This is an optimization exercise on Yosys and OpenROAD, whose aim is small area, not a production implementation. The RTL was checked by simulation tests, not by an equivalence proof against the original design. Power is estimated from default activity; no workload was simulated.

==> flow/design.v, too long to show whole: its modules and the start of the top module <==
// module Rca: 14 lines
// module Csel: 12 lines
// module WordRing: 34 lines
// module CicDownSampler2: 74 lines
// module FIR_Kaiser_13Taps_LP_0d500: 41 lines
// module FIR_Kaiser_17Taps_LP_0d500: 42 lines
// module FIR_Kaiser_25Taps_LP_0d125: 56 lines
// module OrthDDS: 37 lines
// module ADPLL: 76 lines
// module MixMul: 276 lines
// module QuarterSin0: 265 lines
// module QuarterSin1: 265 lines
module ADPLL #(
    parameter PW=32, DW=12, AW=10
)(
    input wire clk, rst,     
    input wire signed [DW-1:0] in,
    input wire signed [PW-1:0] base_freq,
    output logic signed [DW-1:0] sin, cos,
    output logic signed [PW-1:0] freq
);
  // ...
==> flow/run.sh <==
#!/bin/bash
# synth_recipe.tcl (not shown) runs the flow's synth.tcl, then flattens the netlist and writes it again
# the make line also repeats each setting of config.mk as NAME=value (left out here)
make -C /OpenROAD-flow-scripts/flow DESIGN_CONFIG=/design/flow/config.mk WORK_HOME=/design/flow/orfs CLKGATE_MAP_FILE= SYNTH_SCRIPT=/design/flow/synth_recipe.tcl finish
==> flow/config.mk <==
export PLATFORM = sky130hd
export DESIGN_NAME = ADPLL
export DESIGN_NICKNAME = ADPLL
export VERILOG_FILES = /design/flow/design.v
export SDC_FILE = /design/flow/constraint.sdc
export NUM_CORES = 4
export LEC_CHECK = 0
export CAP_MARGIN = 20
export CORE_MARGIN = 2
export CORE_UTILIZATION = 40
export SLEW_MARGIN = 20
export SYNTH_MEMORY_MAX_BITS = 16384
==> flow/constraint.sdc <==
create_clock -name core_clock -period 10.0 [get_ports {clk}]
set_input_delay 2.0000 -clock core_clock [delete_from_list [all_inputs] [get_ports {clk}]]
set_output_delay 2.0000 -clock core_clock [all_outputs]
set_load 0.01 [all_outputs]
==> results_dict.tcl, run 1 <==
set metrics [dict create \
    die_h_um 368 \
    total_power_uw 15800 \
    power.switching_fraction_pct 37.5 \
    place_inst 7044 \
    postCtsSetupBuffers 5 \
    drc 0 \
    drt_pass1_iterations 8 \
    placement_rows 133 \
    crit_path_start "base_freq[0]" \
    timing.final.setup_violations 0 \
    die_x_um 368 \
    asyncSetResetFlopFracSynth_pct 0 \
    switchingPower_uw 5940 \
    path_depth 34 \
    tap-cell-count 1755 \
    syn_area_per_cell_um2 9.95 \
    global_route.usage.total_pct 18.0 \
    power_leader "combinational logic" \
    whs_endpoint "fir3.ring.r[20][7]$_DFF_P_" \
    worst_hold_check_path_type "flip-flop to flip-flop" \
    outcome "timing/DRC/antenna clean" \
    internal_power_uw 9880 \
    postCtsResizedCells 32 \
    core_region_area_um2 132000 \
    cts.hold.buffers_added 0 \
    worst-endpoint-arrival_ns 10.27 \
    dr_wl_met2_um 54000 \
    synth_top_area_cell "sky130_fd_sc_hd__dfxtp_1" \
    syn_to_final_growth_pct 12.3 \
    worst-endpoint-required_ns 10.58 \
    final.setup_skew_ns 0.0332 \
    globalRouteMet3Util_pct 2.85 \
    power.share.sequential_pct 29.7 \
    ranking_of_synthesized_cells_by_area "sky130_fd_sc_hd__dfxtp_1, sky130_fd_sc_hd__fa_1, sky130_fd_sc_hd__ha_1" \
    multi_input_comb_cells 3653 \
    synth-simple-area-share_pct 12.9 \
    yosysUniqueCellTypes 115 \
]
==> module WordRing, before the edit <==
module WordRing #(parameter W = 12, L = 6, PB = 3)(
    input wire clk, clr, arm, shiftp, neg,
    input wire [W-1:0] term,
    output wire [W-1:0] head,
    output logic [PB-1:0] phase,
    output wire run
);
    logic [W-1:0] r [L];
    logic pending, started;
    assign head = r[0];
    assign run = started | (pending & (phase == '0));
    wire last = (phase == PB'(L - 1));
    wire [W-1:0] base = shiftp ? (last ? '0 : r[1]) : r[0];
    wire [W-1:0] sum;
    wire co;
    Rca #(W) add(base, term ^ {W{neg}}, neg, sum, co);
    wire [W-1:0] tail = clr ? '0 : run ? sum : r[0];
    always_ff@(posedge clk) begin
        for(int j = 0; j < L - 1; j++) r[j] <= r[j+1];
        r[L-1] <= tail;
        phase <= (clr | last) ? '0 : phase + 1'b1;
    end
    always_ff@(posedge clk) begin
        if(clr) begin
            pending <= 1'b0;
            started <= 1'b0;
        end
        else begin
            if(arm) pending <= 1'b1;
            else if(run & last) pending <= 1'b0;
            if(run) started <= ~last;
        end
    end
endmodule
==> module CicDownSampler2, before the edit <==
module CicDownSampler2 (
    input wire clk, rst, init,
    input wire [3:0] hi,
    input wire [5:0] lo,
    input wire signed [11:0] in,
    output logic [10:0] f
);
    localparam DW = 38;
    logic signed [DW-1:0] i1, i2, i3;
    wire [DW-1:0] i1n, i2n, i3n;
    Csel #(DW, 19) a1(i1, DW'(in), 1'b0, i1n);
    Csel #(DW, 19) a2(i2, i1, 1'b0, i2n);
    Csel #(DW, 19) a3(i3, i2, 1'b0, i3n);
    always_ff@(posedge clk) begin
        if(rst) begin
            i1 <= '0; i2 <= '0; i3 <= '0;
        end
        else begin
            i1 <= i1n;
            i2 <= i2n;
            i3 <= i3n;
        end
    end
    logic [39:0] dr, q1, q2, q3;
    wire load = (hi == 4'd9) && (lo == 6'd38);
    wire b0 = (hi == 4'd7) && (lo == 6'd39);
    wire qact = !init && (b0 || (hi == 4'd8 && lo <= 6'd36));
    wire b37 = (hi == 4'd8) && (lo == 6'd36);
    wire mact = !init && ((hi == 4'd8 && lo >= 6'd37) || (hi == 4'd9 && lo <= 6'd7));
    logic dprev, ct, c1, c2, c3, cv, vsign;
    wire d = dr[0];
    wire d1 = b0 ? 1'b0 : dprev;
    wire t = d ^ d1 ^ ct;
    wire ct_n = (d & d1) | (d & ct) | (d1 & ct);
    wire nt = ~t;
    wire n1 = q2[0] ^ nt ^ c1;
    wire c1_n = (q2[0] & nt) | (q2[0] & c1) | (nt & c1);
    wire n2 = q3[0] ^ t ^ c2;
    wire c2_n = (q3[0] & t) | (q3[0] & c2) | (t & c2);
    wire n3 = ~d ^ c3;
    wire c3_n = ~d & c3;
    wire vb = d ^ q1[0] ^ cv;
    wire cv_n = (d & q1[0]) | (d & cv) | (q1[0] & cv);
    always_ff@(posedge clk) begin
        dprev <= d;
        if(qact) begin
            ct <= ct_n; c1 <= c1_n; c2 <= c2_n; c3 <= c3_n; cv <= cv_n;
        end
        else begin
            ct <= 1'b0; c1 <= 1'b1; c2 <= 1'b0; c3 <= 1'b1; cv <= 1'b0;
        end
        if(b37) vsign <= vb;
    end
    always_ff@(posedge clk) begin
        if(load) dr <= {2'b00, i3};
        else dr <= {dr[0], dr[39:1]};
        q1 <= {init ? 1'b0 : qact ? n1 : q1[0], q1[39:1]};
        q2 <= {init ? 1'b0 : qact ? n2 : q2[0], q2[39:1]};
        q3 <= {init ? 1'b0 : qact ? n3 : q3[0], q3[39:1]};
    end
    wire vs = qact ? vb : mact ? vsign : 1'b0;
    logic [10:0] vd;
    logic [2:0] pc;
    wire [3:0] psum = vs + vd[0] + vd[4] + vd[5] + vd[10] + pc;
    always_ff@(posedge clk) begin
        vd <= {vd[9:0], vs};
        pc <= (qact | mact) ? psum[3:1] : 3'd0;
    end
    wire fsh = mact;
    always_ff@(posedge clk) begin
        if(rst) f <= '0;
        else if(fsh) f <= {psum[0], f[10:1]};
    end
endmodule
==> module FIR_Kaiser_13Taps_LP_0d500, before the edit <==
module FIR_Kaiser_13Taps_LP_0d500
(
    input wire Clock,
    input wire Clr,
    input wire Arm,
    input wire Odd,
    input wire [10:0] In,          
    output logic [10:0] Out        
);
    wire [11:0] in = {In, 1'b0};
    wire [11:0] shiftSign = (in[11] == 1'b0)? 12'b0 : - 12'b1;
    wire [11:0] p0038 = + {shiftSign[11:4], in[11:8]} - {shiftSign[11:1], in[11:11]};
    wire [11:0] p0448 = ({shiftSign[11:8], in[11:4]} - {shiftSign[11:6], in[11:6]}) - ({shiftSign[11:3], in[11:9]} + {shiftSign[11:1], in[11:11]});
    wire [11:0] p29 = ({shiftSign[11:10], in[11:2]} + {shiftSign[11:7], in[11:5]}) + ({shiftSign[11:5], in[11:7]} + {shiftSign[11:3], in[11:9]} - {shiftSign[11:1], in[11:11]});
    wire [11:0] p5 = + {shiftSign[11:11], in[11:1]};
    wire [11:0] head;
    wire [2:0] phase;
    wire run;
    logic [11:0] p;
    logic neg;
    always_comb begin
        neg = 1'b0;
        p = '0;
        if(Odd) begin
            if(phase == 3'd2) p = p5;
        end
        else begin
            case(phase)
                3'd0, 3'd5: p = p0038;
                3'd1, 3'd4: begin p = p0448; neg = 1'b1; end
                3'd2, 3'd3: p = p29;
                default: p = '0;
            endcase
        end
    end
    WordRing #(12, 6, 3) ring(Clock, Clr, Arm, Odd, neg, p, head, phase, run);
    always_ff@(posedge Clock) begin
        if(Clr) Out <= '0;
        else if(run && Odd && phase == 3'd0) Out <= head[11:1];
    end
endmodule
==> module FIR_Kaiser_17Taps_LP_0d500, before the edit <==
module FIR_Kaiser_17Taps_LP_0d500
(
    input wire Clock,
    input wire Clr,
    input wire Arm,
    input wire Odd,
    input wire [10:0] In,          
    output logic [8:0] Out         
);
    wire [11:0] in = {In, 1'b0};
    wire [11:0] shiftSign = (in[11] == 1'b0)? 12'b0 : - 12'b1;
    wire [11:0] p0018 = + {shiftSign[11:3], in[11:9]} - {shiftSign[11:1], in[11:11]};
    wire [11:0] p0156 = + {shiftSign[11:6], in[11:6]} - {shiftSign[11:1], in[11:11]};
    wire [11:0] p066 = + {shiftSign[11:8], in[11:4]} + {shiftSign[11:4], in[11:8]} - {shiftSign[11:1], in[11:11]};
    wire [11:0] p30 = ({shiftSign[11:10], in[11:2]} + {shiftSign[11:8], in[11:4]}) - ({shiftSign[11:5], in[11:7]} + {shiftSign[11:3], in[11:9]} + {shiftSign[11:1], in[11:11]});
    wire [11:0] p5 = + {shiftSign[11:11], in[11:1]};
    wire [11:0] head;
    wire [2:0] phase;
    wire run;
    logic [11:0] p;
    logic neg;
    always_comb begin
        neg = 1'b0;
        p = '0;
        if(Odd) begin
            if(phase == 3'd3) p = p5;
        end
        else begin
            case(phase)
                3'd0, 3'd7: begin p = p0018; neg = 1'b1; end
                3'd1, 3'd6: p = p0156;
                3'd2, 3'd5: begin p = p066; neg = 1'b1; end
                default: p = p30;
            endcase
        end
    end
    WordRing #(12, 8, 3) ring(Clock, Clr, Arm, Odd, neg, p, head, phase, run);
    always_ff@(posedge Clock) begin
        if(Clr) Out <= '0;
        else if(run && Odd && phase == 3'd0) Out <= head[11:3];
    end
endmodule
==> module FIR_Kaiser_25Taps_LP_0d125, before the edit <==
module FIR_Kaiser_25Taps_LP_0d125
(
    input wire Clock,
    input wire Clr,
    input wire Arm,
    input wire [8:0] In,           
    output logic [10:0] Out,       
    output logic [10:0] Prev       
);
    wire [11:0] in = {In, 3'b0};
    wire [11:0] shiftSign = (in[11] == 1'b0)? 12'b0 : - 12'b1;
    wire [11:0] p00066 = + {shiftSign[11:1], in[11:11]};
    wire [11:0] p0013 = + {shiftSign[11:2], in[11:10]};
    wire [11:0] p0016 = + {shiftSign[11:3], in[11:9]} - {shiftSign[11:1], in[11:11]};
    wire [11:0] p0052 = + {shiftSign[11:4], in[11:8]} + {shiftSign[11:2], in[11:10]};
    wire [11:0] p0158 = + {shiftSign[11:6], in[11:6]};
    wire [11:0] p0327 = + {shiftSign[11:7], in[11:5]} + {shiftSign[11:2], in[11:10]};
    wire [11:0] p055 = + {shiftSign[11:8], in[11:4]} - {shiftSign[11:5], in[11:7]};
    wire [11:0] p0798 = ({shiftSign[11:8], in[11:4]} + {shiftSign[11:6], in[11:6]}) + ({shiftSign[11:3], in[11:9]} - {shiftSign[11:1], in[11:11]});
    wire [11:0] p1028 = ({shiftSign[11:9], in[11:3]} - {shiftSign[11:7], in[11:5]}) + ({shiftSign[11:5], in[11:7]} + {shiftSign[11:2], in[11:10]});
    wire [11:0] p119 = ({shiftSign[11:9], in[11:3]} - {shiftSign[11:5], in[11:7]}) + ({shiftSign[11:3], in[11:9]} - {shiftSign[11:1], in[11:11]});
    wire [11:0] p125 = + {shiftSign[11:9], in[11:3]};
    wire [10:0] head;
    wire [4:0] phase;
    wire run;
    logic [11:0] p;
    logic neg;
    always_comb begin
        neg = 1'b0;
        case(phase)
            5'd0, 5'd22: begin p = p00066; neg = 1'b1; end
            5'd1, 5'd21: begin p = p0013; neg = 1'b1; end
            5'd2, 5'd20: begin p = p0016; neg = 1'b1; end
            5'd4, 5'd18: p = p0052;
            5'd5, 5'd17: p = p0158;
            5'd6, 5'd16: p = p0327;
            5'd7, 5'd15: p = p055;
            5'd8, 5'd14: p = p0798;
            5'd9, 5'd13: p = p1028;
            5'd10, 5'd12: p = p119;
            5'd11: p = p125;
            default: p = '0;
        endcase
    end
    WordRing #(11, 23, 5) ring(Clock, Clr, Arm, 1'b1, neg, p[10:0], head, phase, run);
    always_ff@(posedge Clock) begin
        if(Clr) begin
            Out <= '0;
            Prev <= '0;
        end
        else if(run && phase == 5'd0) begin
            Out <= head;
            Prev <= Out;
        end
    end
endmodule
==> module ADPLL, before the edit <==
module ADPLL #(
    parameter PW=32, DW=12, AW=10
)(
    input wire clk, rst,     
    input wire signed [DW-1:0] in,
    input wire signed [PW-1:0] base_freq,
    output logic signed [DW-1:0] sin, cos,
    output logic signed [PW-1:0] freq
);
    logic signed [DW-1:0] mix;
    wire [DW-1:0] mix_n;
    MixMul mul(in, sin, mix_n);
    always_ff@(posedge clk) begin
        mix <= mix_n;
    end
    logic [5:0] lo;
    logic [3:0] hi;
    logic c125, c62, init;
    wire strobe = (hi == 4'd9) && (lo == 6'd39);
    wire en_62k5 = strobe & c125 & c62;
    always_ff@(posedge clk) begin
        if(rst) begin
            lo <= '0; hi <= '0; c125 <= 1'b0; c62 <= 1'b0; init <= 1'b1;
        end
        else begin
            lo <= (lo == 6'd39) ? 6'd0 : lo + 1'b1;
            if(lo == 6'd39) hi <= (hi == 4'd9) ? 4'd0 : hi + 1'b1;
            if(strobe) begin
                c125 <= ~c125;
                if(c125) c62 <= ~c62;
                init <= 1'b0;
            end
        end
    end
    wire [10:0] cic_f, y1, y3, y3_prev;
    wire [8:0] y2;
    CicDownSampler2 cicDs(clk, rst, init, hi, lo, mix, cic_f);
    wire arm3 = !init && !c125 && !c62 && (hi == 4'd0) && (lo == 6'd1);
    wire arm2 = !init && !c125 && (hi == 4'd1) && (lo == 6'd20);
    wire arm1 = !init && (hi == 4'd2) && (lo == 6'd20);
    FIR_Kaiser_25Taps_LP_0d125 fir3(clk, init, arm3, y2, y3, y3_prev);
    FIR_Kaiser_17Taps_LP_0d500 fir2(clk, init, arm2, c62, y1, y2);
    FIR_Kaiser_13Taps_LP_0d500 fir1(clk, init, arm1, c125, cic_f, y1);
    logic signed [14:0] xp;
    logic signed [7:0] xi;
    logic signed [32:0] x_acc;
    wire signed [10:0] y3s = y3_prev;
    wire signed [24:0] xp_prod = y3s * 25'sd10737;
    wire signed [17:0] xi_prod = y3s * 18'sd69;
    wire signed [33:0] xi_sum;
    Csel #(34, 17) xadd(34'(x_acc), 34'(xi), 1'b0, xi_sum);
    always_ff@(posedge clk) begin
        if(rst) begin
            xp <= '0;
            xi <= '0;
            x_acc <= '0;
        end
        else if(en_62k5) begin
            xp <= xp_prod[24:10];
            xi <= xi_prod[17:10];
            if(xi_sum > 34'sh080000000) x_acc <= 33'sh080000000;
            else if(xi_sum < -34'sh080000000) x_acc <= -33'sh080000000;
            else x_acc <= xi_sum[32:0];
        end
    end
    wire [31:0] fa = base_freq, fb = 32'(xp), fc = x_acc[31:0];
    wire [31:0] fs = fa ^ fb ^ fc;
    wire [31:0] fcy = (fa & fb) | (fa & fc) | (fb & fc);
    wire [31:0] freq_next;
    Csel #(32, 16) fadd(fs, {fcy[30:0], 1'b0}, 1'b0, freq_next);
    always_ff@(posedge clk) begin
        if(rst) freq <= base_freq;
        else freq <= freq_next;
    end
    OrthDDS theDds(clk, rst, freq, sin, cos);
endmodule
==> inputs of run 2 (changes only) <==
--- a/flow/design.v
+++ b/flow/design.v
@@ -26,11 +26,12 @@
     Rca #(W-K) hi1(a[W-1:K], b[W-1:K], 1'b1, h1, c1);
     assign s[W-1:K] = cl ? h1 : h0;
 endmodule
-module WordRing #(parameter W = 12, L = 6, PB = 3)(
+module WordRing #(parameter W = 12, L = 6, PB = 3, NP = 1, QB = 1)(
     input wire clk, clr, arm, shiftp, neg,
     input wire [W-1:0] term,
     output wire [W-1:0] head,
     output logic [PB-1:0] phase,
+    output logic [QB-1:0] pass,
     output wire run
 );
     logic [W-1:0] r [L];
@@ -38,7 +39,8 @@
     assign head = r[0];
     assign run = started | (pending & (phase == '0));
     wire last = (phase == PB'(L - 1));
-    wire [W-1:0] base = shiftp ? (last ? '0 : r[1]) : r[0];
+    wire lastpass = (pass == QB'(NP - 1));
+    wire [W-1:0] base = (shiftp && pass == '0) ? (last ? '0 : r[1]) : r[0];
     wire [W-1:0] sum;
     wire co;
     Rca #(W) add(base, term ^ {W{neg}}, neg, sum, co);
@@ -52,11 +54,15 @@
         if(clr) begin
             pending <= 1'b0;
             started <= 1'b0;
+            pass <= '0;
         end
         else begin
             if(arm) pending <= 1'b1;
-            else if(run & last) pending <= 1'b0;
-            if(run) started <= ~last;
+            else if(run & last & lastpass) pending <= 1'b0;
+            if(run) begin
+                started <= ~(last & lastpass);
+                if(last) pass <= lastpass ? '0 : pass + 1'b1;
+            end
         end
     end
 endmodule
@@ -68,23 +74,31 @@
     output logic [10:0] f
 );
     localparam DW = 38;
-    logic signed [DW-1:0] i1, i2, i3;
-    wire [DW-1:0] i1n, i2n, i3n;
-    Csel #(DW, 19) a1(i1, DW'(in), 1'b0, i1n);
-    Csel #(DW, 19) a2(i2, i1, 1'b0, i2n);
-    Csel #(DW, 19) a3(i3, i2, 1'b0, i3n);
+    logic [18:0] l1, l2, l3, h1, h2, h3;
+    logic c1r, c2r, c3r, xs;
+    wire [18:0] l1n, l2n, l3n, h1n, h2n, h3n;
+    wire c1n, c2n, c3n, u1, u2, u3;
+    Rca #(19) al1(l1, 19'(in), 1'b0, l1n, c1n);
+    Rca #(19) ah1(h1, {19{xs}}, c1r, h1n, u1);
+    Rca #(19) al2(l2, l1, 1'b0, l2n, c2n);
+    Rca #(19) ah2(h2, h1, c2r, h2n, u2);
+    Rca #(19) al3(l3, l2, 1'b0, l3n, c3n);
+    Rca #(19) ah3(h3, h2, c3r, h3n, u3);
     always_ff@(posedge clk) begin
         if(rst) begin
-            i1 <= '0; i2 <= '0; i3 <= '0;
+            l1 <= '0; l2 <= '0; l3 <= '0; h1 <= '0; h2 <= '0; h3 <= '0;
+            c1r <= 1'b0; c2r <= 1'b0; c3r <= 1'b0; xs <= 1'b0;
         end
         else begin
-            i1 <= i1n;
-            i2 <= i2n;
-            i3 <= i3n;
+            l1 <= l1n; l2 <= l2n; l3 <= l3n;
+            h1 <= h1n; h2 <= h2n; h3 <= h3n;
+            c1r <= c1n; c2r <= c2n; c3r <= c3n;
+            xs <= in[11];
         end
     end
     logic [39:0] dr, q1, q2, q3;
     wire load = (hi == 4'd9) && (lo == 6'd38);
+    wire loadh = (hi == 4'd9) && (lo == 6'd39);
     wire b0 = (hi == 4'd7) && (lo == 6'd39);
     wire qact = !init && (b0 || (hi == 4'd8 && lo <= 6'd36));
     wire b37 = (hi == 4'd8) && (lo == 6'd36);
@@ -114,7 +128,8 @@
         if(b37) vsign <= vb;
     end
     always_ff@(posedge clk) begin
-        if(load) dr <= {2'b00, i3};
+        if(load) dr <= {dr[0], dr[39:20], l3};
+        else if(loadh) dr <= {dr[0], dr[39], dr[38], h3, dr[18:1]};
         else dr <= {dr[0], dr[39:1]};
         q1 <= {init ? 1'b0 : qact ? n1 : q1[0], q1[39:1]};
         q2 <= {init ? 1'b0 : qact ? n2 : q2[0], q2[39:1]};
@@ -140,39 +155,65 @@
     input wire Clr,
     input wire Arm,
     input wire Odd,
-    input wire [10:0] In,          
+    input wire [11:0] Term,        
+    output wire Run,
+    output logic En,
+    output logic [3:0] Sh,
+    output logic Ng,
     output logic [10:0] Out        
 );
-    wire [11:0] in = {In, 1'b0};
-    wire [11:0] shiftSign = (in[11] == 1'b0)? 12'b0 : - 12'b1;
-    wire [11:0] p0038 = + {shiftSign[11:4], in[11:8]} - {shiftSign[11:1], in[11:11]};
-    wire [11:0] p0448 = ({shiftSign[11:8], in[11:4]} - {shiftSign[11:6], in[11:6]}) - ({shiftSign[11:3], in[11:9]} + {shiftSign[11:1], in[11:11]});
-    wire [11:0] p29 = ({shiftSign[11:10], in[11:2]} + {shiftSign[11:7], in[11:5]}) + ({shiftSign[11:5], in[11:7]} + {shiftSign[11:3], in[11:9]} - {shiftSign[11:1], in[11:11]});
-    wire [11:0] p5 = + {shiftSign[11:11], in[11:1]};
     wire [11:0] head;
     wire [2:0] phase;
-    wire run;
-    logic [11:0] p;
-    logic neg;
+    wire [2:0] pass;
+    logic en, ng;
+    logic [3:0] sh;
     always_comb begin
-        neg = 1'b0;
-        p = '0;
+        en = 1'b0; sh = 4'd0; ng = 1'b0;
         if(Odd) begin
-            if(phase == 3'd2) p = p5;
+            case({pass, phase})
+                {3'd0, 3'd2}: begin en = 1'b1; sh = 4'd1; ng = 1'b0; end
+                default: ;
+            endcase
         end
         else begin
-            case(phase)
-                3'd0, 3'd5: p = p0038;
-                3'd1, 3'd4: begin p = p0448; neg = 1'b1; end
-                3'd2, 3'd3: p = p29;
-                default: p = '0;
+            case({pass, phase})
+                {3'd0, 3'd0}: begin en = 1'b1; sh = 4'd8; ng = 1'b0; end
+                {3'd1, 3'd0}: begin en = 1'b1; sh = 4'd11; ng = 1'b1; end
+                {3'd0, 3'd1}: begin en = 1'b1; sh = 4'd4; ng = 1'b1; end
+                {3'd1, 3'd1}: begin en = 1'b1; sh = 4'd6; ng = 1'b0; end
+                {3'd2, 3'd1}: begin en = 1'b1; sh = 4'd9; ng = 1'b0; end
+                {3'd3, 3'd1}: begin en = 1'b1; sh = 4'd11; ng = 1'b0; end
+                {3'd0, 3'd2}: begin en = 1'b1; sh = 4'd2; ng = 1'b0; end
+                {3'd1, 3'd2}: begin en = 1'b1; sh = 4'd5; ng = 1'b0; end
+                {3'd2, 3'd2}: begin en = 1'b1; sh = 4'd7; ng = 1'b0; end
+                {3'd3, 3'd2}: begin en = 1'b1; sh = 4'd9; ng = 1'b0; end
+                {3'd4, 3'd2}: begin en = 1'b1; sh = 4'd11; ng = 1'b1; end
+                {3'd0, 3'd3}: begin en = 1'b1; sh = 4'd2; ng = 1'b0; end
+                {3'd1, 3'd3}: begin en = 1'b1; sh = 4'd5; ng = 1'b0; end
+                {3'd2, 3'd3}: begin en = 1'b1; sh = 4'd7; ng = 1'b0; end
+                {3'd3, 3'd3}: begin en = 1'b1; sh = 4'd9; ng = 1'b0; end
+                {3'd4, 3'd3}: begin en = 1'b1; sh = 4'd11; ng = 1'b1; end
+                {3'd0, 3'd4}: begin en = 1'b1; sh = 4'd4; ng = 1'b1; end
+                {3'd1, 3'd4}: begin en = 1'b1; sh = 4'd6; ng = 1'b0; end
+                {3'd2, 3'd4}: begin en = 1'b1; sh = 4'd9; ng = 1'b0; end
+                {3'd3, 3'd4}: begin en = 1'b1; sh = 4'd11; ng = 1'b0; end
+                {3'd0, 3'd5}: begin en = 1'b1; sh = 4'd8; ng = 1'b0; end
+                {3'd1, 3'd5}: begin en = 1'b1; sh = 4'd11; ng = 1'b1; end
+                default: ;
             endcase
         end
     end
-    WordRing #(12, 6, 3) ring(Clock, Clr, Arm, Odd, neg, p, head, phase, run);
+    assign En = Run & en;
+    assign Sh = Run ? sh : 4'd0;
+    assign Ng = Run & en & ng;
+    WordRing #(12, 6, 3, 5, 3) ring(Clock, Clr, Arm, Odd, Ng, Term, head, phase, pass, Run);
     always_ff@(posedge Clock) begin
-        if(Clr) Out <= '0;
-        else if(run && Odd && phase == 3'd0) Out <= head[11:1];
+        if(Clr) begin
+            Out <= '0;
+        end
+        else if(Run && Odd && pass == 3'd0 && phase == 3'd0) begin
+            Out <= head[11:1];
+        end
     end
 endmodule
 module FIR_Kaiser_17Taps_LP_0d500
@@ -181,40 +222,67 @@
     input wire Clr,
     input wire Arm,
     input wire Odd,
-    input wire [10:0] In,          
+    input wire [11:0] Term,        
+    output wire Run,
+    output logic En,
+    output logic [3:0] Sh,
+    output logic Ng,
     output logic [8:0] Out         
 );
-    wire [11:0] in = {In, 1'b0};
-    wire [11:0] shiftSign = (in[11] == 1'b0)? 12'b0 : - 12'b1;
-    wire [11:0] p0018 = + {shiftSign[11:3], in[11:9]} - {shiftSign[11:1], in[11:11]};
-    wire [11:0] p0156 = + {shiftSign[11:6], in[11:6]} - {shiftSign[11:1], in[11:11]};
-    wire [11:0] p066 = + {shiftSign[11:8], in[11:4]} + {shiftSign[11:4], in[11:8]} - {shiftSign[11:1], in[11:11]};
-    wire [11:0] p30 = ({shiftSign[11:10], in[11:2]} + {shiftSign[11:8], in[11:4]}) - ({shiftSign[11:5], in[11:7]} + {shiftSign[11:3], in[11:9]} + {shiftSign[11:1], in[11:11]});
-    wire [11:0] p5 = + {shiftSign[11:11], in[11:1]};
     wire [11:0] head;
     wire [2:0] phase;
-    wire run;
-    logic [11:0] p;
-    logic neg;
+    wire [2:0] pass;
+    logic en, ng;
+    logic [3:0] sh;
     always_comb begin
-        neg = 1'b0;
-        p = '0;
+        en = 1'b0; sh = 4'd0; ng = 1'b0;
         if(Odd) begin
-            if(phase == 3'd3) p = p5;
+            case({pass, phase})
+                {3'd0, 3'd3}: begin en = 1'b1; sh = 4'd1; ng = 1'b0; end
+                default: ;
+            endcase
         end
         else begin
-            case(phase)
-                3'd0, 3'd7: begin p = p0018; neg = 1'b1; end
-                3'd1, 3'd6: p = p0156;
-                3'd2, 3'd5: begin p = p066; neg = 1'b1; end
-                default: p = p30;
+            case({pass, phase})
+                {3'd0, 3'd0}: begin en = 1'b1; sh = 4'd9; ng = 1'b1; end
+                {3'd1, 3'd0}: begin en = 1'b1; sh = 4'd11; ng = 1'b0; end
+                {3'd0, 3'd1}: begin en = 1'b1; sh = 4'd6; ng = 1'b0; end
+                {3'd1, 3'd1}: begin en = 1'b1; sh = 4'd11; ng = 1'b1; end
+                {3'd0, 3'd2}: begin en = 1'b1; sh = 4'd4; ng = 1'b1; end
+                {3'd1, 3'd2}: begin en = 1'b1; sh = 4'd8; ng = 1'b1; end
+                {3'd2, 3'd2}: begin en = 1'b1; sh = 4'd11; ng = 1'b0; end
+                {3'd0, 3'd3}: begin en = 1'b1; sh = 4'd2; ng = 1'b0; end
+                {3'd1, 3'd3}: begin en = 1'b1; sh = 4'd4; ng = 1'b0; end
+                {3'd2, 3'd3}: begin en = 1'b1; sh = 4'd7; ng = 1'b1; end
+                {3'd3, 3'd3}: begin en = 1'b1; sh = 4'd9; ng = 1'b1; end
+                {3'd4, 3'd3}: begin en = 1'b1; sh = 4'd11; ng = 1'b1; end
+                {3'd0, 3'd4}: begin en = 1'b1; sh = 4'd2; ng = 1'b0; end
+                {3'd1, 3'd4}: begin en = 1'b1; sh = 4'd4; ng = 1'b0; end
+                {3'd2, 3'd4}: begin en = 1'b1; sh = 4'd7; ng = 1'b1; end
+                {3'd3, 3'd4}: begin en = 1'b1; sh = 4'd9; ng = 1'b1; end
+                {3'd4, 3'd4}: begin en = 1'b1; sh = 4'd11; ng = 1'b1; end
+                {3'd0, 3'd5}: begin en = 1'b1; sh = 4'd4; ng = 1'b1; end
+                {3'd1, 3'd5}: begin en = 1'b1; sh = 4'd8; ng = 1'b1; end
+                {3'd2, 3'd5}: begin en = 1'b1; sh = 4'd11; ng = 1'b0; end
+                {3'd0, 3'd6}: begin en = 1'b1; sh = 4'd6; ng = 1'b0; end
+                {3'd1, 3'd6}: begin en = 1'b1; sh = 4'd11; ng = 1'b1; end
+                {3'd0, 3'd7}: begin en = 1'b1; sh = 4'd9; ng = 1'b1; end
+                {3'd1, 3'd7}: begin en = 1'b1; sh = 4'd11; ng = 1'b0; end
+                default: ;
             endcase
         end
     end
-    WordRing #(12, 8, 3) ring(Clock, Clr, Arm, Odd, neg, p, head, phase, run);
+    assign En = Run & en;
+    assign Sh = Run ? sh : 4'd0;
+    assign Ng = Run & en & ng;
+    WordRing #(12, 8, 3, 5, 3) ring(Clock, Clr, Arm, Odd, Ng, Term, head, phase, pass, Run);
     always_ff@(posedge Clock) begin
-        if(Clr) Out <= '0;
-        else if(run && Odd && phase == 3'd0) Out <= head[11:3];
+        if(Clr) begin
+            Out <= '0;
+        end
+        else if(Run && Odd && pass == 3'd0 && phase == 3'd0) begin
+            Out <= head[11:3];
+        end
     end
 endmodule
 module FIR_Kaiser_25Taps_LP_0d125
@@ -222,52 +290,82 @@
     input wire Clock,
     input wire Clr,
     input wire Arm,
-    input wire [8:0] In,           
+    input wire [10:0] Term,        
+    output wire Run,
+    output logic En,
+    output logic [3:0] Sh,
+    output logic Ng,
     output logic [10:0] Out,       
     output logic [10:0] Prev       
 );
-    wire [11:0] in = {In, 3'b0};
-    wire [11:0] shiftSign = (in[11] == 1'b0)? 12'b0 : - 12'b1;
-    wire [11:0] p00066 = + {shiftSign[11:1], in[11:11]};
-    wire [11:0] p0013 = + {shiftSign[11:2], in[11:10]};
-    wire [11:0] p0016 = + {shiftSign[11:3], in[11:9]} - {shiftSign[11:1], in[11:11]};
-    wire [11:0] p0052 = + {shiftSign[11:4], in[11:8]} + {shiftSign[11:2], in[11:10]};
-    wire [11:0] p0158 = + {shiftSign[11:6], in[11:6]};
-    wire [11:0] p0327 = + {shiftSign[11:7], in[11:5]} + {shiftSign[11:2], in[11:10]};
-    wire [11:0] p055 = + {shiftSign[11:8], in[11:4]} - {shiftSign[11:5], in[11:7]};
-    wire [11:0] p0798 = ({shiftSign[11:8], in[11:4]} + {shiftSign[11:6], in[11:6]}) + ({shiftSign[11:3], in[11:9]} - {shiftSign[11:1], in[11:11]});
-    wire [11:0] p1028 = ({shiftSign[11:9], in[11:3]} - {shiftSign[11:7], in[11:5]}) + ({shiftSign[11:5], in[11:7]} + {shiftSign[11:2], in[11:10]});
-    wire [11:0] p119 = ({shiftSign[11:9], in[11:3]} - {shiftSign[11:5], in[11:7]}) + ({shiftSign[11:3], in[11:9]} - {shiftSign[11:1], in[11:11]});
-    wire [11:0] p125 = + {shiftSign[11:9], in[11:3]};
     wire [10:0] head;
     wire [4:0] phase;
-    wire run;
-    logic [11:0] p;
-    logic neg;
+    wire [1:0] pass;
+    logic en, ng;
+    logic [3:0] sh;
     always_comb begin
-        neg = 1'b0;
-        case(phase)
-            5'd0, 5'd22: begin p = p00066; neg = 1'b1; end
-            5'd1, 5'd21: begin p = p0013; neg = 1'b1; end
-            5'd2, 5'd20: begin p = p0016; neg = 1'b1; end
-            5'd4, 5'd18: p = p0052;
-            5'd5, 5'd17: p = p0158;
-            5'd6, 5'd16: p = p0327;
-            5'd7, 5'd15: p = p055;
-            5'd8, 5'd14: p = p0798;
-            5'd9, 5'd13: p = p1028;
-            5'd10, 5'd12: p = p119;
-            5'd11: p = p125;
-            default: p = '0;
+        en = 1'b0; sh = 4'd0; ng = 1'b0;
+        case({pass, phase})
+            {2'd0, 5'd0}: begin en = 1'b1; sh = 4'd11; ng = 1'b1; end
+            {2'd0, 5'd1}: begin en = 1'b1; sh = 4'd10; ng = 1'b1; end
+            {2'd0, 5'd2}: begin en = 1'b1; sh = 4'd9; ng = 1'b1; end
+            {2'd1, 5'd2}: begin en = 1'b1; sh = 4'd11; ng = 1'b0; end
+            {2'd0, 5'd4}: begin en = 1'b1; sh = 4'd8; ng = 1'b0; end
+            {2'd1, 5'd4}: begin en = 1'b1; sh = 4'd10; ng = 1'b0; end
+            {2'd0, 5'd5}: begin en = 1'b1; sh = 4'd6; ng = 1'b0; end
+            {2'd0, 5'd6}: begin en = 1'b1; sh = 4'd5; ng = 1'b0; end
+            {2'd1, 5'd6}: begin en = 1'b1; sh = 4'd10; ng = 1'b0; end
+            {2'd0, 5'd7}: begin en = 1'b1; sh = 4'd4; ng = 1'b0; end
+            {2'd1, 5'd7}: begin en = 1'b1; sh = 4'd7; ng = 1'b1; end
+            {2'd0, 5'd8}: begin en = 1'b1; sh = 4'd4; ng = 1'b0; end
+            {2'd1, 5'd8}: begin en = 1'b1; sh = 4'd6; ng = 1'b0; end
+            {2'd2, 5'd8}: begin en = 1'b1; sh = 4'd9; ng = 1'b0; end
+            {2'd3, 5'd8}: begin en = 1'b1; sh = 4'd11; ng = 1'b1; end
+            {2'd0, 5'd9}: begin en = 1'b1; sh = 4'd3; ng = 1'b0; end
+            {2'd1, 5'd9}: begin en = 1'b1; sh = 4'd5; ng = 1'b1; end
+            {2'd2, 5'd9}: begin en = 1'b1; sh = 4'd7; ng = 1'b0; end
+            {2'd3, 5'd9}: begin en = 1'b1; sh = 4'd10; ng = 1'b0; end
+            {2'd0, 5'd10}: begin en = 1'b1; sh = 4'd3; ng = 1'b0; end
+            {2'd1, 5'd10}: begin en = 1'b1; sh = 4'd7; ng = 1'b1; end
+            {2'd2, 5'd10}: begin en = 1'b1; sh = 4'd9; ng = 1'b0; end
+            {2'd3, 5'd10}: begin en = 1'b1; sh = 4'd11; ng = 1'b1; end
+            {2'd0, 5'd11}: begin en = 1'b1; sh = 4'd3; ng = 1'b0; end
+            {2'd0, 5'd12}: begin en = 1'b1; sh = 4'd3; ng = 1'b0; end
+            {2'd1, 5'd12}: begin en = 1'b1; sh = 4'd7; ng = 1'b1; end
+            {2'd2, 5'd12}: begin en = 1'b1; sh = 4'd9; ng = 1'b0; end
+            {2'd3, 5'd12}: begin en = 1'b1; sh = 4'd11; ng = 1'b1; end
+            {2'd0, 5'd13}: begin en = 1'b1; sh = 4'd3; ng = 1'b0; end
+            {2'd1, 5'd13}: begin en = 1'b1; sh = 4'd5; ng = 1'b1; end
+            {2'd2, 5'd13}: begin en = 1'b1; sh = 4'd7; ng = 1'b0; end
+            {2'd3, 5'd13}: begin en = 1'b1; sh = 4'd10; ng = 1'b0; end
+            {2'd0, 5'd14}: begin en = 1'b1; sh = 4'd4; ng = 1'b0; end
+            {2'd1, 5'd14}: begin en = 1'b1; sh = 4'd6; ng = 1'b0; end
+            {2'd2, 5'd14}: begin en = 1'b1; sh = 4'd9; ng = 1'b0; end
+            {2'd3, 5'd14}: begin en = 1'b1; sh = 4'd11; ng = 1'b1; end
+            {2'd0, 5'd15}: begin en = 1'b1; sh = 4'd4; ng = 1'b0; end
+            {2'd1, 5'd15}: begin en = 1'b1; sh = 4'd7; ng = 1'b1; end
+            {2'd0, 5'd16}: begin en = 1'b1; sh = 4'd5; ng = 1'b0; end
+            {2'd1, 5'd16}: begin en = 1'b1; sh = 4'd10; ng = 1'b0; end
+            {2'd0, 5'd17}: begin en = 1'b1; sh = 4'd6; ng = 1'b0; end
+            {2'd0, 5'd18}: begin en = 1'b1; sh = 4'd8; ng = 1'b0; end
+            {2'd1, 5'd18}: begin en = 1'b1; sh = 4'd10; ng = 1'b0; end
+            {2'd0, 5'd20}: begin en = 1'b1; sh = 4'd9; ng = 1'b1; end
+            {2'd1, 5'd20}: begin en = 1'b1; sh = 4'd11; ng = 1'b0; end
+            {2'd0, 5'd21}: begin en = 1'b1; sh = 4'd10; ng = 1'b1; end
+            {2'd0, 5'd22}: begin en = 1'b1; sh = 4'd11; ng = 1'b1; end
+            default: ;
         endcase
     end
-    WordRing #(11, 23, 5) ring(Clock, Clr, Arm, 1'b1, neg, p[10:0], head, phase, run);
+    assign En = Run & en;
+    assign Sh = Run ? sh : 4'd0;
+    assign Ng = Run & en & ng;
+    WordRing #(11, 23, 5, 4, 2) ring(Clock, Clr, Arm, 1'b1, Ng, Term, head, phase, pass, Run);
     always_ff@(posedge Clock) begin
         if(Clr) begin
             Out <= '0;
             Prev <= '0;
         end
-        else if(run && phase == 5'd0) begin
+        else if(Run &&  pass == 2'd0 && phase == 5'd0) begin
             Out <= head;
             Prev <= Out;
         end
@@ -348,19 +446,25 @@
     wire [8:0] y2;
     CicDownSampler2 cicDs(clk, rst, init, hi, lo, mix, cic_f);
     wire arm3 = !init && !c125 && !c62 && (hi == 4'd0) && (lo == 6'd1);
-    wire arm2 = !init && !c125 && (hi == 4'd1) && (lo == 6'd20);
-    wire arm1 = !init && (hi == 4'd2) && (lo == 6'd20);
-    FIR_Kaiser_25Taps_LP_0d125 fir3(clk, init, arm3, y2, y3, y3_prev);
-    FIR_Kaiser_17Taps_LP_0d500 fir2(clk, init, arm2, c62, y1, y2);
-    FIR_Kaiser_13Taps_LP_0d500 fir1(clk, init, arm1, c125, cic_f, y1);
+    wire arm2 = !init && !c125 && (hi == 4'd3) && (lo == 6'd0);
+    wire arm1 = !init && (hi == 4'd4) && (lo == 6'd10);
+    wire run1, run2, run3, en1, en2, en3, ng1, ng2, ng3;
+    wire [3:0] sh1, sh2, sh3;
+    wire [11:0] xsel = ({12{run1}} & {cic_f, 1'b0}) | ({12{run2}} & {y1, 1'b0})
+                     | ({12{run3}} & {y2, 3'b000});
+    wire signed [11:0] xs = xsel;
+    wire [3:0] sh = sh1 | sh2 | sh3;
+    wire [11:0] term = (en1 | en2 | en3) ? 12'(xs >>> sh) : 12'd0;
+    FIR_Kaiser_25Taps_LP_0d125 fir3(clk, init, arm3, term[10:0], run3, en3, sh3, ng3, y3, y3_prev);
+    FIR_Kaiser_17Taps_LP_0d500 fir2(clk, init, arm2, c62, term, run2, en2, sh2, ng2, y2);
+    FIR_Kaiser_13Taps_LP_0d500 fir1(clk, init, arm1, c125, term, run1, en1, sh1, ng1, y1);
     logic signed [14:0] xp;
     logic signed [7:0] xi;
     logic signed [32:0] x_acc;
     wire signed [10:0] y3s = y3_prev;
     wire signed [24:0] xp_prod = y3s * 25'sd10737;
     wire signed [17:0] xi_prod = y3s * 18'sd69;
-    wire signed [33:0] xi_sum;
-    Csel #(34, 17) xadd(34'(x_acc), 34'(xi), 1'b0, xi_sum);
+    wire signed [33:0] xi_sum = x_acc + xi;
     always_ff@(posedge clk) begin
         if(rst) begin
             xp <= '0;
@@ -375,14 +479,9 @@
             else x_acc <= xi_sum[32:0];
         end
     end
-    wire [31:0] fa = base_freq, fb = 32'(xp), fc = x_acc[31:0];
-    wire [31:0] fs = fa ^ fb ^ fc;
-    wire [31:0] fcy = (fa & fb) | (fa & fc) | (fb & fc);
-    wire [31:0] freq_next;
-    Csel #(32, 16) fadd(fs, {fcy[30:0], 1'b0}, 1'b0, freq_next);
     always_ff@(posedge clk) begin
         if(rst) freq <= base_freq;
-        else freq <= freq_next;
+        else freq <= base_freq + 32'(xp) + x_acc[31:0];
     end
     OrthDDS theDds(clk, rst, freq, sin, cos);
 endmodule
==> results_dict.tcl, run 2 <==
set metrics [dict create \
    critPathLaunchType "flip-flop" \
    die_h_um 356 \
    synth.net_count 5668 \
    slew_violations 0 \
    grt_overflow_total 0 \
    post_drt_wl_per_cell_um 16.5 \
    cellLeakagePower_uw 0.0235 \
    endpoint_kind "flip-flop" \
    numCtsBuffers 100 \
    post_synth_mux_area_share_pct 3.63 \
    io_pins 102 \
    critPathMostFrequentCell "sky130_fd_sc_hd__fa_1" \
    max_clock_freq_ghz 0.106 \
    hold_viol_final 0 \
    synthMostInstantiatedCell "sky130_fd_sc_hd__dfxtp_1" \
    worst_hold_check_path_type "flip-flop to flip-flop" \
    via_count_of_the_first_global_routing_pass 33600 \
    fin_tns_setup_ns 0 \
    timing.setup.critical_path_class "flip-flop to flip-flop" \
    commonest_cells_after_routing_fill_and_taps_aside "sky130_fd_sc_hd__dfxtp_1, sky130_fd_sc_hd__nand2_1, sky130_fd_sc_hd__fa_1" \
    synth-seq-area-share_pct 40.0 \
    timing.rr.start "freq[0]$_DFF_P_" \
    dp_hpwl_um 77800 \
    synth_enable_flop_cells 1 \
    vdd_drop_max_mv 0.660 \
    rsz0062_at_grt "false" \
    global_route.usage.total_pct 17.6 \
    fin_hold_ws_ns 0.315 \
    numPortBuffers 101 \
    worstMarginPinSlew_ns 0.970 \
    post_layout_net_count 5656 \
    whs_path_depth 0 \
    synthesis.instances 4969 \
    period_share_pct 94.2 \
    final_estimated_routing_congestion_in_global_placement 0.896 \
    r2r_end "theDds.phaseAcc[31]$_SDFF_PP0_" \
    outcome "timing/DRC/antenna clean" \
    synth-main-ff-cell "sky130_fd_sc_hd__dfxtp_1" \
    syn_area_per_cell_um2 9.96 \
    synth_top_area_cell "sky130_fd_sc_hd__dfxtp_1" \
    drc 0 \
    yosysTopAreaCellShare_pct 39.9 \
    synth-compound-area-share_pct 13.1 \
    finalWorstPathRequiredPeriod_ns 9.42 \
    avgViaCountPerCell 5.17 \
    syn_to_final_growth_pct 12.1 \
    yosysUniqueCellTypes 95 \
    antenna_left 0 \
    tritoncts "yes" \
    drt_first_iter_violations 2375 \
    start_util_pct 40.2 \
    worst-endpoint-required_ns 10.53 \
    critPathSlowestCell "sky130_fd_sc_hd__fa_1" \
    ranking_of_synthesized_cells_by_area "sky130_fd_sc_hd__dfxtp_1, sky130_fd_sc_hd__fa_1, sky130_fd_sc_hd__ha_1" \
    placement_rows 129 \
    htree_num_levels 3 \
    reg2reg_setup_slack_ns 0.58 \
    worst-endpoint-arrival_ns 9.95 \
    synth-seq-cells 987 \
    synthAdderAreaFrac_pct 21.7 \
    cts.reportedPaths.clkPinSlew_ns 0.06 \
    critPathMaxFanout 3 \
    antennaDiodeCount 0 \
    grt_first_pass_wirelength_um 182000 \
    fraction_of_layout_cells_with_a_size_suffix_above_1_pct 6.33 \
    max-clock-path-buffers 3 \
    timing.final.setup_violations 0 \
    drt_pass1_iterations 9 \
    via_count 34500 \
    hold_path_startpoint "cicDs.q3[6]$_DFF_P_" \
    post_dp_cell_area_um2 51900 \
    grt_max_degree 91 \
    wirelength_um 110000 \
    final_common_cell "sky130_fd_sc_hd__dfxtp_1" \
    asyncSetResetFlopFracSynth_pct 0 \
    max_flop_register "fir3.ring.r" \
    synth-simple-area-share_pct 13.6 \
    dominant_combinational_cell_family_by_area_after_synthesis "adder cells" \
    whs_endpoint "cicDs.q3[5]$_DFF_P_" \
    cts_root_buffer "sky130_fd_sc_hd__clkbuf_16" \
    timing.slew.headroom_pct 35.3 \
    count_of_synthesis_stage_warnings_from_yosys 14 \
    final.setup_skew_ns 0.0262 \
    fin_area_um2 55500 \
    grt_antenna_before_repair 2 \
    power.density_cell_area_nw_per_um2 273 \
    top_regs "fir3.ring.r (253), fir2.ring.r (96), fir1.ring.r (72)" \
    worst-r2r-cell-count 30 \
    timing.max_cap.violations 0 \
    yosys.area_share.xor_xnor_pct 3.36 \
    flip_flop_count_of_the_largest_register_all_copies_and_words_added 253 \
    die_x_um 356 \
    clock_sink_count 987 \
    post_synthesis_cell_area_um2 49500 \
    insertion_delay_ns 0.69 \
    fp.dieArea_um2 127000 \
    synth_commonest_cells "sky130_fd_sc_hd__dfxtp_1, sky130_fd_sc_hd__nand2_1, sky130_fd_sc_hd__fa_1" \
    critPathMaxStageDelay_ns 0.45 \
    core_region_area_um2 123000 \
]
==> run 2: worst max-delay path by stage <==
stage               startpoint  cells after the start                              to  slack (ns)
6_report       freq[0]$_DFF_P_                     30  theDds.phaseAcc[31]$_SDFF_PP0_        0.58
4_1_cts        freq[0]$_DFF_P_                     30  theDds.phaseAcc[31]$_SDFF_PP0_        0.22
3_5_place_dp   freq[0]$_DFF_P_                     30  theDds.phaseAcc[31]$_SDFF_PP0_        0.22
5_1_grt        freq[0]$_DFF_P_                     30  theDds.phaseAcc[31]$_SDFF_PP0_        0.02
3_3_place_gp   freq[0]$_DFF_P_                     30  theDds.phaseAcc[31]$_SDFF_PP0_        0.26
2_1_floorplan  freq[0]$_DFF_P_                     30  theDds.phaseAcc[31]$_SDFF_PP0_        0.56
==> run 2: power by group <==
part | internal (uW) | leakage [uW] | switching, uW
Clock | 2350 | 0.00170 | 1570
Sequential | 4370 | 0.00801 | 392
Combinational | 2960 | 0.0138 | 3490
Total | 9690 | 0.0235 | 5460
==> run 2: kinds of logic (layout without fill, tap and decap cells) <==
kind of cell,count (synthesis),in the layout
compound gates,1011,1011
xor+xnor,190,190
fa+ha+maj,653,653
buf+inv,612,682
flops,987,987
mux,155,155
simple gates,1361,1361
==> run 2: metal layers <==
metal	GRT usage, %	share of wire (%)	vias to the layer above
li1	-	-	16800
met4	5.83	2.9	0
met3	2.93	5.6	213
met5	0	0	-
met2	27.3	44	864
met1	24.7	47	16600
==> run 2: stage by stage <==
stage	util (%)	setup slack (ns)	cells	total power, uW
floorplan	-	0.556	4969	9800
global placement	42.1	0.258	6492	11200
detailed placement	42.1	0.217	6492	11300
CTS	45.0	0.216	6676	15400
global route	45.0	0.0232	6676	16600
finish	45.0	0.578	6676	15100
==> run 2: what timing repair did <==
| action | CTS | global route |
|---|---|---|
| setup endpoints to repair | 0 | 2 |
| buffers inserted | 0 | 0 |
| hold buffers | 0 | 0 |
| gates resized for setup | 0 | 4 |
==> run 2: area by class of cell <==
type,count,area (um^2)
Clock buffer,142,2860
Clock inverter,42,682
Fill cell,11600,67700
Inverter,350,1310
Multi-Input combinational cell,3370,27400
Sequential cell,987,19800
Tap cell,1637,2050
Timing Repair Buffer,148,1370
==> run 2: worst max-delay path, delay by kind of cell, from the launching register on <==
family,cells,cell delay (ns)
buffers and inverters,1,0.09
AND/OR/NAND/NOR,2,0.15
AO/OA/AOI/OAI,8,1.61
adder cells (fa/ha/maj),17,6.80
XOR/XNOR,2,0.32
flip-flops,1,0.31
==> inputs of run 3 (changes only) <==
--- a/flow/design.v
+++ b/flow/design.v
@@ -295,6 +295,7 @@
     output logic En,
     output logic [3:0] Sh,
     output logic Ng,
+    input wire Shr,                
     output logic [10:0] Out,       
     output logic [10:0] Prev       
 );
@@ -369,6 +370,9 @@
             Out <= head;
             Prev <= Out;
         end
+        else if(Shr) begin
+            Prev <= {Prev[10], Prev[10:1]};
+        end
     end
 endmodule
 module OrthDDS (
@@ -455,33 +459,80 @@
     wire signed [11:0] xs = xsel;
     wire [3:0] sh = sh1 | sh2 | sh3;
     wire [11:0] term = (en1 | en2 | en3) ? 12'(xs >>> sh) : 12'd0;
-    FIR_Kaiser_25Taps_LP_0d125 fir3(clk, init, arm3, term[10:0], run3, en3, sh3, ng3, y3, y3_prev);
+    FIR_Kaiser_25Taps_LP_0d125 fir3(clk, init, arm3, term[10:0], run3, en3, sh3, ng3, pr, y3, y3_prev);
     FIR_Kaiser_17Taps_LP_0d500 fir2(clk, init, arm2, c62, term, run2, en2, sh2, ng2, y2);
     FIR_Kaiser_13Taps_LP_0d500 fir1(clk, init, arm1, c125, term, run1, en1, sh1, ng1, y1);
-    logic signed [14:0] xp;
-    logic signed [7:0] xi;
-    logic signed [32:0] x_acc;
-    wire signed [10:0] y3s = y3_prev;
-    wire signed [24:0] xp_prod = y3s * 25'sd10737;
-    wire signed [17:0] xi_prod = y3s * 18'sd69;
-    wire signed [33:0] xi_sum = x_acc + xi;
+    logic pr;
+    logic [5:0] j;
     always_ff@(posedge clk) begin
-        if(rst) begin
-            xp <= '0;
-            xi <= '0;
-            x_acc <= '0;
-        end
-        else if(en_62k5) begin
-            xp <= xp_prod[24:10];
-            xi <= xi_prod[17:10];
-            if(xi_sum > 34'sh080000000) x_acc <= 33'sh080000000;
-            else if(xi_sum < -34'sh080000000) x_acc <= -33'sh080000000;
-            else x_acc <= xi_sum[32:0];
+        if(init) begin
+            pr <= 1'b0;
+            j <= '0;
+        end
+        else if(c125 && c62 && hi == 4'd8 && lo == 6'd37) begin
+            pr <= 1'b1;
+            j <= '0;
+        end
+        else if(pr) begin
+            j <= j + 1'b1;
+            if(j == 6'd42) pr <= 1'b0;
+        end
+    end
+    wire st = pr & y3_prev[0];
+    logic [12:0] dl;
+    logic [2:0] mc;
+    logic [1:0] nc;
+    wire [3:0] msum = dl[12] + dl[10] + dl[8] + !dl[3] + st + mc;
+    wire [2:0] nsum = dl[5] + dl[1] + st + nc;
+    always_ff@(posedge clk) begin
+        dl <= {dl[11:0], st};
+        mc <= pr ? msum[3:1] : 3'd1;
+        nc <= pr ? nsum[2:1] : 2'd0;
+    end
+    logic [39:0] xr;
+    logic [31:0] psh;
+    logic [31:0] p;
+    logic pc, xc, nzr, s31, ovp, ovn;
+    wire upd = pr && j >= 6'd10;
+    wire xh = xr[0];
+    wire pb = msum[0] ^ xh ^ pc;
+    wire xb = nsum[0] ^ xh ^ xc;
+    wire clampw = (ovp | ovn) && ((hi == 4'd0 && lo >= 6'd8) || (hi == 4'd1 && lo == 6'd0));
+    wire cbit = (lo == 6'd39) || (ovn && lo == 6'd0);
+    always_ff@(posedge clk) begin
+        xr <= {init ? 1'b0 : upd ? xb : clampw ? cbit : xh, xr[39:1]};
+        psh <= {pb, psh[31:1]};
+        if(upd) begin
+            pc <= (msum[0] & xh) | (msum[0] & pc) | (xh & pc);
+            xc <= (nsum[0] & xh) | (nsum[0] & xc) | (xh & xc);
+        end
+        else begin
+            pc <= 1'b0;
+            xc <= 1'b0;
+        end
+        if(upd && j <= 6'd40) nzr <= nzr | xb;
+        else if(!pr) nzr <= 1'b0;
+        if(j == 6'd41) s31 <= xb;
+        if(init) begin
+            ovp <= 1'b0;
+            ovn <= 1'b0;
         end
+        else if(pr && j == 6'd42) begin
+            ovp <= !xb & s31 & nzr;
+            ovn <= xb & !s31;
+        end
+        else if(hi == 4'd1 && lo == 6'd1) begin
+            ovp <= 1'b0;
+            ovn <= 1'b0;
+        end
+    end
+    always_ff@(posedge clk) begin
+        if(rst) p <= '0;
+        else if(en_62k5) p <= {pb, psh[31:1]};
     end
     always_ff@(posedge clk) begin
         if(rst) freq <= base_freq;
-        else freq <= base_freq + 32'(xp) + x_acc[31:0];
+        else freq <= base_freq + p;
     end
     OrthDDS theDds(clk, rst, freq, sin, cos);
 endmodule
--- a/flow/config.mk
+++ b/flow/config.mk
@@ -7,6 +7,8 @@
 export LEC_CHECK = 0
 export CAP_MARGIN = 20
 export CORE_MARGIN = 2
-export CORE_UTILIZATION = 40
+export CORE_UTILIZATION = 65
+export CTS_BUF_LIST = sky130_fd_sc_hd__clkbuf_4 sky130_fd_sc_hd__clkbuf_8
+export PLACE_DENSITY = 0.75
 export SLEW_MARGIN = 20
 export SYNTH_MEMORY_MAX_BITS = 16384
==> results_dict.tcl, run 3 <==
set metrics [dict create \
    outcome "timing/DRC/antenna clean" \
    synth-seq-area-share_pct 45.9 \
    post_layout_net_count 5101 \
    numCtsBuffers 158 \
    insertion_delay_ns 0.82 \
    critPathMaxFanout 3 \
    highest-signal-layer "met5" \
    worstMarginPinSlew_ns 1.28 \
    synth.net_count 5071 \
    numPortBuffers 101 \
    fin_tns_setup_ns 0 \
    critical_path_buf_inv_count 1 \
    cts.hold.buffers_added 0 \
    syn_to_final_growth_pct 10.7 \
    postCtsSetupBuffers 0 \
    antenna_left 0 \
    worst-endpoint-required_ns 10.67 \
    final_common_cell "sky130_fd_sc_hd__dfxtp_1" \
    num-fill-cells 5115 \
    synthesis.instances 4575 \
    synthMostInstantiatedCell "sky130_fd_sc_hd__dfxtp_1" \
    timing.slew.headroom_pct 13.8 \
    avgViaCountPerCell 5.69 \
    path_depth 29 \
    synth-simple-area-share_pct 13.9 \
    via_count 32300 \
    wirelength_um 100000 \
    timing.final.setup_violations 0 \
    routedLengthMet1_um 46100 \
    max_clock_freq_ghz 0.105 \
    synthAdderAreaFrac_pct 16.5 \
    reg2reg_setup_slack_ns 0.50 \
    htree_num_levels 4 \
    dr_wl_met2_um 45100 \
    endpoint_kind "flip-flop" \
    start_util_pct 65.3 \
    cts_root_buffer "sky130_fd_sc_hd__clkbuf_8" \
    worst-r2r-cell-count 29 \
    post-route-util_pct 72.3 \
    postCtsResizedCells 0 \
    met3RoutedLength_um 6800 \
    path_delay_family "adder cells" \
    slew_violations 0 \
    max_flop_register "fir3.ring.r" \
    io_pins 102 \
    drt_first_iter_violations 2910 \
    dominant_combinational_cell_family_by_area_after_synthesis "adder cells" \
    syn_area_per_cell_um2 10.2 \
    synth_enable_flop_cells 3 \
    synth_top_area_cell "sky130_fd_sc_hd__dfxtp_1" \
    commonest_cells_after_routing_fill_and_taps_aside "sky130_fd_sc_hd__dfxtp_1, sky130_fd_sc_hd__nand2_1, sky130_fd_sc_hd__nor2_1" \
    cts.reportedPaths.clkPinSlew_ns 0.06 \
    critPathMaxStageDelay_ns 0.45 \
    max-clock-path-buffers 3 \
    synth-compound-area-share_pct 12.8 \
    die_h_um 271 \
    fp.dieArea_um2 73600 \
    yosysTopAreaCellShare_pct 45.7 \
    timing.setup.critical_path_class "flip-flop to flip-flop" \
    critPathSlowestCell "sky130_fd_sc_hd__fa_1" \
    period_share_pct 95.0 \
    grt_overflow_total 0 \
    via_count_of_the_first_global_routing_pass 31400 \
    asyncSetResetFlopFracSynth_pct 0 \
    timing.max_cap.violations 0 \
    grt_max_degree 226 \
    drc 0 \
    flip_flop_count_of_the_largest_register_all_copies_and_words_added 253 \
    post_drt_wl_per_cell_um 17.7 \
    tritoncts "yes" \
    placement_rows 98 \
    yosysUniqueCellTypes 98 \
    core_region_area_um2 71100 \
    whs_path_depth 0 \
    dp_hpwl_um 67000 \
    yosys.area_share.xor_xnor_pct 2.21 \
    ranking_of_synthesized_cells_by_area "sky130_fd_sc_hd__dfxtp_1, sky130_fd_sc_hd__fa_1, sky130_fd_sc_hd__ha_1" \
    power.density_cell_area_nw_per_um2 300 \
    synth-main-ff-cell "sky130_fd_sc_hd__dfxtp_1" \
    drt_pass1_iterations 8 \
    fin_area_um2 51500 \
    fraction_of_layout_cells_with_a_size_suffix_above_1_pct 9.40 \
    top_regs "fir3.ring.r (253), fir2.ring.r (96), fir1.ring.r (72)" \
    count_of_synthesis_stage_warnings_from_yosys 14 \
    synth_commonest_cells "sky130_fd_sc_hd__dfxtp_1, sky130_fd_sc_hd__nand2_1, sky130_fd_sc_hd__nor2_1" \
    synth-seq-cells 1065 \
    final.setup_skew_ns 0.0510 \
    post_dp_cell_area_um2 47900 \
    hold_viol_final 0 \
    critPathLaunchType "flip-flop" \
    rsz0062_at_grt "false" \
    finalWorstPathRequiredPeriod_ns 9.50 \
    clock_sink_count 1065 \
    die_x_um 271 \
    post_synth_mux_area_share_pct 3.76 \
    global_route.usage.total_pct 27.5 \
    critPathMostFrequentCell "sky130_fd_sc_hd__fa_1" \
    cellLeakagePower_uw 0.0211 \
    worst_hold_check_path_type "flip-flop to flip-flop" \
    worst-endpoint-arrival_ns 10.17 \
    post_synthesis_cell_area_um2 46500 \
    final_estimated_routing_congestion_in_global_placement 0.994 \
    vdd_drop_max_mv 0.693 \
    grt_antenna_before_repair 3 \
    grt_first_pass_wirelength_um 165000 \
]
==> run 3: cell types whose count changed in the layout (fill, tap and decap cells not counted), moves of 23 or more <==
cell	delta
sky130_fd_sc_hd__clkbuf_1	-23
sky130_fd_sc_hd__clkbuf_16	-101
sky130_fd_sc_hd__clkbuf_4	+46
sky130_fd_sc_hd__clkbuf_8	+178
sky130_fd_sc_hd__dfxtp_1	+74
sky130_fd_sc_hd__fa_1	-67
sky130_fd_sc_hd__ha_1	-136
sky130_fd_sc_hd__inv_1	-49
sky130_fd_sc_hd__nand2_1	-35
sky130_fd_sc_hd__o21ai_0	-28
sky130_fd_sc_hd__xnor2_1	-43
sky130_fd_sc_hd__xor2_1	-30
==> run 3: kinds of logic after synthesis <==
kind of cell	after synthesis
flops	1065
mux	146
fa+ha+maj	450
xor+xnor	117
buf+inv	563
compound gates	928
simple gates	1306
==> run 3: layout make-up <==
class	instances	area, um^2	area share, %
antenna	4	10.0	0.0195
inverter	297	1110	2.17
timing repair buffer	136	1290	2.52
clock inverter	38	497	0.965
multi-input combinational	2947	22900	44.6
clock buffer	242	3040	5.91
tap	950	1190	2.31
sequential	1065	21400	41.5
==> run 3: final timing paths <==
kind,end,start
setup / recovery,theDds.phaseAcc[31]$_SDFF_PP0_,freq[0]$_DFF_P_
hold / removal,fir3.ring.r[3][1]$_DFF_P_,fir3.ring.r[4][1]$_DFF_P_
setup reg to reg,theDds.phaseAcc[31]$_SDFF_PP0_,freq[0]$_DFF_P_
hold reg to reg,fir3.ring.r[3][1]$_DFF_P_,fir3.ring.r[4][1]$_DFF_P_
==> run 3: stage by stage <==
stage | hold WS [ns] | std cells | total power [uW] | worst slack (ns)
floorplan | 0.310 | 4575 | 10200 | 0.712
global placement | 0.310 | 5394 | 11500 | 0.349
detailed placement | 0.312 | 5395 | 11700 | 0.253
CTS | 0.296 | 5675 | 15600 | 0.230
global route | 0.300 | 5676 | 16900 | 0.00425
finish | 0.298 | 5679 | 15500 | 0.503
==> run 3: power breakdown <==
| group | leakage, uW | internal, uW | switching (uW) |
|---|---|---|---|
| registers | 0.00865 | 4690 | 385 |
| logic | 0.0106 | 2990 | 3590 |
| clock network | 0.00187 | 2130 | 1670 |
==> run 3: metal layers <==
metal / vias to the layer above / GRT usage (%)
met1: 15500 / 39.3
met3: 213 / 5.48
met4: 4 / 9.07
li1: 15500 / -
met5: - / 0
met2: 1064 / 42.2
==> inputs of run 4 (changes only) <==
==> flow/config.mk (replaced) <==
export PLATFORM = sky130hd
export DESIGN_NAME = ADPLL
export DESIGN_NICKNAME = ADPLL
export VERILOG_FILES = /design/flow/design.v
export SDC_FILE = /design/flow/constraint.sdc
export NUM_CORES = 4
export LEC_CHECK = 0
export CAP_MARGIN = 20
export CORE_MARGIN = 2
export CORE_UTILIZATION = 40
export SLEW_MARGIN = 20
export SYNTH_MEMORY_MAX_BITS = 16384
==> results_dict.tcl, run 4 <==
set metrics [dict create \
    grt_overflow_total 0 \
    worstMarginPinSlew_ns 1.05 \
    post-route-util_pct 45.4 \
    outcome "timing/DRC/antenna clean" \
    synth-seq-cells 1065 \
    dp_slack_ns 0.403 \
    timing.final.setup_violations 0 \
    via_count_of_the_first_global_routing_pass 30900 \
    period_share_pct 94.5 \
    hold_path_startpoint "cicDs.q2[39]$_SDFF_PP0_" \
    cellLeakagePower_uw 0.0212 \
    drt_pass1_iterations 6 \
    numCtsBuffers 105 \
    global_route.usage.total_pct 17.6 \
    timing.max_cap.violations 0 \
    numPortBuffers 101 \
    synth_top_area_cell "sky130_fd_sc_hd__dfxtp_1" \
    yosysUniqueCellTypes 98 \
    hold_viol_final 0 \
    synthesis.instances 4575 \
    critPathLaunchType "flip-flop" \
    max_flop_register "fir3.ring.r" \
    io_pins 102 \
    placement_rows 125 \
    antennaDiodeCount 0 \
    start_util_pct 40.2 \
    worst_hold_check_path_type "flip-flop to flip-flop" \
    final.setup_skew_ns 0.0352 \
    slew_violations 0 \
    drt_first_iter_violations 2400 \
    synth-main-ff-cell "sky130_fd_sc_hd__dfxtp_1" \
    final_estimated_routing_congestion_in_global_placement 0.916 \
    post_dp_cell_area_um2 48700 \
    whs_endpoint "cicDs.q2[38]$_DFF_P_" \
    vdd_drop_max_mv 0.511 \
    syn_to_final_growth_pct 13.0 \
    critPathMostFrequentCell "sky130_fd_sc_hd__fa_1" \
    synth_enable_flop_cells 3 \
    critPathMaxStageDelay_ns 0.44 \
    die_x_um 345 \
    max-clock-path-buffers 3 \
    fraction_of_layout_cells_with_a_size_suffix_above_1_pct 7.60 \
    grt_max_degree 113 \
    syn_area_per_cell_um2 10.2 \
    yosysTopAreaCellShare_pct 45.7 \
    core_region_area_um2 116000 \
    tritoncts "yes" \
    critPathSlowestCell "sky130_fd_sc_hd__fa_1" \
    cts.hold.buffers_added 0 \
]
==> run 4: cell counts after synthesis <==
Identical to the previous run, type by type.
==> run 4: cell families after synthesis <==
family,Yosys count,synth area share [%]
AOI/OAI and AO/OA,928,12.8
xor gates and xnor gates,117,2.21
adders and majority gates,450,16.5
buffers and inverters,563,4.81
DFF,1065,45.9
muxes,146,3.76
and+or+nand+nor,1306,13.9
==> run 4: worst max-delay path by stage <==
| stage | start | depth (start not counted) | end | slack (ns) |
|---|---|---|---|---|
| 6_report | freq[0]$_DFF_P_ | 30 | theDds.phaseAcc[31]$_SDFF_PP0_ | 0.55 |
| 5_1_grt | freq[0]$_DFF_P_ | 30 | theDds.phaseAcc[31]$_SDFF_PP0_ | -0.02 |
| 4_1_cts | freq[0]$_DFF_P_ | 30 | theDds.phaseAcc[31]$_SDFF_PP0_ | 0.33 |
| 3_5_place_dp | freq[0]$_DFF_P_ | 30 | theDds.phaseAcc[31]$_SDFF_PP0_ | 0.40 |
| 3_3_place_gp | freq[0]$_DFF_P_ | 30 | theDds.phaseAcc[31]$_SDFF_PP0_ | 0.35 |
| 2_1_floorplan | freq[0]$_DFF_P_ | 29 | theDds.phaseAcc[31]$_SDFF_PP0_ | 0.71 |
==> run 4: what timing repair did <==
action                                  in CTS  in global routing
resized for setup                            0                  2
endpoints found under the setup margin       0                  2
buffers inserted                             0                  0
==> run 4: metal layers <==
layer	share of wire (%)	global-route usage (%)	wire length [um]	up-vias
met1	48	25.0	49600	15100
met2	45	27.6	46500	903
li1	-	-	-	15400
met3	5.5	2.72	5770	150
met5	0	0	0	-
met4	2.2	5.01	2270	0
==> run 4: area by class of cell <==
type,instances,area [um^2]
inverters,297,1110
clock buffers,140,2930
well taps,1524,1910
clock inverters,55,878
fillers,10800,63200
repair buffers,151,1390
flip-flops and latches,1065,21400
multi-input cells,2947,22900
==> run 4: worst max-delay path, delay by kind of cell (launching register included) <==
| kind | cells | cell delay, ns |
|---|---|---|
| adder cells (fa/ha/maj) | 17 | 6.81 |
| AO/OA/AOI/OAI | 8 | 1.61 |
| flip-flops | 1 | 0.31 |
| buffers and inverters | 2 | 0.25 |
| XOR/XNOR | 1 | 0.17 |
| AND/OR/NAND/NOR | 2 | 0.15 |
==> run 4: power breakdown <==
part | total, uW | leakage [uW] | switching (uW) | internal, uW
Clock | 4220 | 0.00184 | 1700 | 2530
Sequential | 5070 | 0.00865 | 381 | 4690
Combinational | 6700 | 0.0107 | 3690 | 3010
Total | 16000 | 0.0212 | 5770 | 10200
==> run 4: per-stage QoR <==
step                hold slack, ns  std cells
global placement             0.310       5984
floorplan                    0.310       4575
global route                 0.303       6179
detailed placement           0.312       5984
CTS                          0.300       6179
finish                       0.300       6179

## afterwards: timing with drivers on the ports
How much do the figures lean on ideal ports? The routed layouts below were timed once more, with nothing changed but the port constraints. Step 1 assumes that a clkbuf_16 drives the clock port and a buf_2 every other input. Step 2, shift: input delay + t, output delay - t, t = (earliest + latest rising clock arrival at the registers) / 2. This alone moves slack from input paths to output paths. Three values: ideal ports, drivers, drivers and shift; two values: the first two.
run | t, ns | setup WS [ns] | worst setup path at the end | latest minus earliest clock arrival (ns) | worst register clock-pin slew, ns
run 1 | 0.745 | 0.311 / 0.354 / -0.391 | input to register | 0.045 / 0.046 | 0.07 / 0.07
run 2 | 0.744 | 0.578 / 0.578 / 0.578 | register to register | 0.027 / 0.027 | 0.07 / 0.07
run 3 | 0.849 | 0.503 / 0.503 / 0.503 | register to register | 0.053 / 0.053 | 0.07 / 0.07
run 4 | 0.736 | 0.549 / 0.549 / 0.549 | register to register | 0.040 / 0.041 | 0.08 / 0.08
Met with ideal ports but missed after step 2: setup timing in run 1. For run 1, which loses most, drivers alone change the setup slack by +0.043 ns; drivers and shift together by -0.702 ns.
